This design comes from an exercise in tuning for small area and a short achievable clock period on the open sky130 flow, not from production work.
Only simulation tests tie the RTL to the original design; equivalence was not proved.
The clock port is modelled as an ideal driver, which makes a skipped or thinned clock tree look cheaper than it is; a real chip needs a root buffer or a tree.

## oak
==> flow/design.v (excerpt) <==
module mult_top (
    input             clk,
    input      [31:0] mplier,
    input      [31:0] mcand,
    output     [63:0] product
);
Size in the first run: ~2600 cells after synthesis, ~130 flip-flops, about 130 I/O pins, about 25000 sq um of cells after synthesis.
export LEC_CHECK = 0
export ABC_AREA = 1
export CAP_MARGIN = 20
export CORE_MARGIN = 2
export CORE_UTILIZATION = 40
export SLEW_MARGIN = 20
export SYNTH_HIERARCHICAL = 1
export SYNTH_MINIMUM_KEEP_SIZE = 0
create_clock -name core_clock -period 28.0 [get_ports {clk}]
standard.sh (not shown) runs the stock make flow with config.mk's settings and CLKGATE_MAP_FILE= SYNTH_SCRIPT=/design/flow/synth_recipe.tcl, a recipe that flattens the netlist after the stock synthesis.
==> flow/flow/run.sh <==
#!/bin/bash
# Own layout flow: the standard flow (standard.sh) with the standard
# synthesis unchanged, then the layout steps with
#  - the buffers ABC inserted removed at floorplan (the resizer rebuffers),
#  - plain buffers (buf_2) on the ports,
#  - repair_timing aiming at a slack margin below the fixed clock period, so
#    that it sizes and buffers the multiplier's critical paths.
# The output of each make run is in make_*.log here; each step's log is in
# orfs/logs/.
set -euo pipefail
bash standard.sh synth > make_synth.log 2>&1
bash standard.sh \
  SETUP_SLACK_MARGIN=21.3 \
  REMOVE_ABC_BUFFERS=0 \
  "BUFFER_PORTS_ARGS=-buffer_cell sky130_fd_sc_hd__buf_2" CTS_BUF_LIST=sky130_fd_sc_hd__clkbuf_8 \
  finish > make_finish.log 2>&1
oak: done, clean on timing, DRC and antenna
Modified inputs, pine compared to oak
diff --git a/flow/flow/run.sh b/flow/flow/run.sh
--- a/flow/flow/run.sh
+++ b/flow/flow/run.sh
@@ -15 +15 @@
-  "BUFFER_PORTS_ARGS=-buffer_cell sky130_fd_sc_hd__buf_2" CTS_BUF_LIST=sky130_fd_sc_hd__clkbuf_8 \
+  "BUFFER_PORTS_ARGS=-buffer_cell sky130_fd_sc_hd__buf_2" SLEW_MARGIN=50 CAP_MARGIN=50 \
--- outcome ---
- pine against oak: hold slack has decreased, shortest clock period the worst path allows after layout has decreased, number of fill cells has decreased, share of the clock period used by the worst path has decreased.
- Relative to oak, via density per instance decreased by about 0.45% in pine.
The following lists how birch was set up differently from pine:
diff --git a/flow/flow/run.sh b/flow/flow/run.sh
--- a/flow/flow/run.sh
+++ b/flow/flow/run.sh
@@ -15 +15 @@
-  "BUFFER_PORTS_ARGS=-buffer_cell sky130_fd_sc_hd__buf_2" SLEW_MARGIN=50 CAP_MARGIN=50 \
+  "BUFFER_PORTS_ARGS=-buffer_cell sky130_fd_sc_hd__buf_2"  \
### Flow results
- Compared with pine, in birch buffers inserted during post-CTS setup optimization rose by 4, routed length on met2 rose about 0.47%, boundary pin count has remained practically unchanged.
- Compared with pine, in birch met3 layer usage reported by global route has decreased, non-clock inverter total of the final layout picked up an extra 4, count of non-filler cells in the finished layout did not really move, area added between synthesis and finish neither gained nor lost much, total wire length after detailed routing about even.
Inputs modified between birch and maple:
diff --git a/flow/flow/run.sh b/flow/flow/run.sh
--- a/flow/flow/run.sh
+++ b/flow/flow/run.sh
@@ -14,2 +14,2 @@
-  REMOVE_ABC_BUFFERS=0 \
-  "BUFFER_PORTS_ARGS=-buffer_cell sky130_fd_sc_hd__buf_2"  \
+  REMOVE_ABC_BUFFERS=1 \
+  "BUFFER_PORTS_ARGS=-buffer_cell sky130_fd_sc_hd__buf_2" TNS_END_PERCENT=0 \
[summary]
- On final area, birch and maple are neck and neck.
- Against birch, non-clock buffer count in maple fell slightly.
- Wire length (higher): maple
- Changes observed in maple relative to birch: complex-gate fraction of the synthesized area roughly the same, number of non-clock inverters has increased.
- Number of cells in the design after placement: birch vs maple — no meaningful difference


Starting RTL as in the previous note.
clock: 28.0 ns
lec_check: 0
abc_area: 1
cap_margin: 20
core_margin: 2
core_utilization: 40
slew_margin: 20
synth_hierarchical: 1
synth_minimum_keep_size: 0
==> flow/flow/run.sh <==
#!/bin/bash
# Own layout flow: the standard flow (standard.sh) with the standard
# synthesis unchanged, then the layout steps with
#  - plain buffers (buf_2) on the ports,
#  - a two-level balanced clock tree (flow/cts_own.tcl) in place of ORFS's CTS,
#  - repair_timing aiming at a slack margin below the fixed clock period, so
#    that it sizes and buffers the multiplier's critical paths.
# The output of each make run is in make_*.log here; each step's log is in
# orfs/logs/.
set -euo pipefail
export OWN_FLOW_DIR=$(pwd)/flow
bash standard.sh synth > make_synth.log 2>&1
bash standard.sh \
  SETUP_SLACK_MARGIN=21.3 \
  "BUFFER_PORTS_ARGS=-buffer_cell sky130_fd_sc_hd__buf_2" \
  PRE_CTS_TCL=$OWN_FLOW_DIR/cts_own.tcl \
  finish > make_finish.log 2>&1
Other scripts of this flow, unchanged in this note and not shown: flow/flow/cts_own.tcl
Then changed:
--- a/flow/flow/run.sh
+++ b/flow/flow/run.sh
@@ -14 +14 @@
-  SETUP_SLACK_MARGIN=21.3 \
+  SETUP_SLACK_MARGIN=21.45 \
The new run went through all stages and came out clean.
Final area is higher by about 1.1%.
Via count came out higher by 0.47%.
Then changed:
--- a/flow/flow/run.sh
+++ b/flow/flow/run.sh
@@ -14 +14 @@
-  SETUP_SLACK_MARGIN=21.45 \
+  SETUP_SLACK_MARGIN=21.6 \
After rerunning:
- The changed run completed with no timing, DRC or antenna violations
- cell area rises by about 2.4%
- clock skew hardly moves
- die area is unchanged
- flip-flop and latch count stays the same
- final cell count increases by 0.85%
- setup slack improved by 0.0067 ns
- sequential share of layout area decreases by 0.18 points
- hold slack improves by 0.0096 ns
- core utilization climbs by 1.0 points
- maximum frequency stays flat
Then changed:
--- a/flow/flow/run.sh
+++ b/flow/flow/run.sh
@@ -14 +14 @@
-  SETUP_SLACK_MARGIN=21.6 \
+  SETUP_SLACK_MARGIN=21.75 \
What happened:
- The new run passed the timing, DRC and antenna checks
- via count rises by about 0.5%
- hold slack got worse by 0.042 ns
- worst setup slack barely changes
- global-route usage came out higher by 0.45 points
Then changed:
--- a/flow/flow/run.sh
+++ b/flow/flow/run.sh
@@ -14 +14 @@
-  SETUP_SLACK_MARGIN=21.75 \
+  SETUP_SLACK_MARGIN=21.5 \
Outcome:
- worst setup slack degrades by 0.0036 ns
- register-to-register slack got worse by 0.13 ns
In every run of this note, the design's own scripts or RTL, not TritonCTS, make the clock network.

==> re-timing with driven ports <==
No port has a modelled driver above. Below, the same layouts with a new extraction and two added sets of constraints. Step 1 assumes that a clkbuf_16 drives the clock port and a buf_2 every other input. Step 2 also shifts input and output timing later by t, the mid clock arrival at the registers, as if the neighbouring blocks saw the same clock. Three values: ideal ports, drivers, drivers and shift; two values: the first two.
run | t, ns | setup slack, ns | hold slack, ns | worst setup path at the end
oak | 0.609 | 21.371 / 21.316 / 21.569 | 0.928 / 0.928 / 0.928 | register to register
pine | 0.552 | 21.446 / 21.384 / 21.562 | 0.917 / 0.917 / 0.917 | register to register
birch | 0.543 | 21.451 / 21.392 / 21.592 | 0.922 / 0.922 / 0.922 | register to register
maple | 0.553 | 21.408 / 21.347 / 21.552 | 0.905 / 0.905 / 0.905 | register to register
the first run of note 2 | 0.427 | 21.559 / 21.504 / 21.559 | 0.920 / 0.920 / 0.920 | register to register
the second run of note 2 | 0.429 | 21.628 / 21.504 / 21.723 | 0.919 / 0.919 / 0.919 | register to register
the third run of note 2 | 0.428 | 21.635 / 21.512 / 21.743 | 0.929 / 0.929 / 0.929 | register to register
the fourth run of note 2 | 0.429 | 21.633 / 21.511 / 21.870 | 0.887 / 0.887 / 0.887 | register to register
the fifth run of note 2 | 0.429 | 21.629 / 21.506 / 21.743 | 0.919 / 0.919 / 0.919 | register to register
After both steps setup and hold are still met in every run listed.
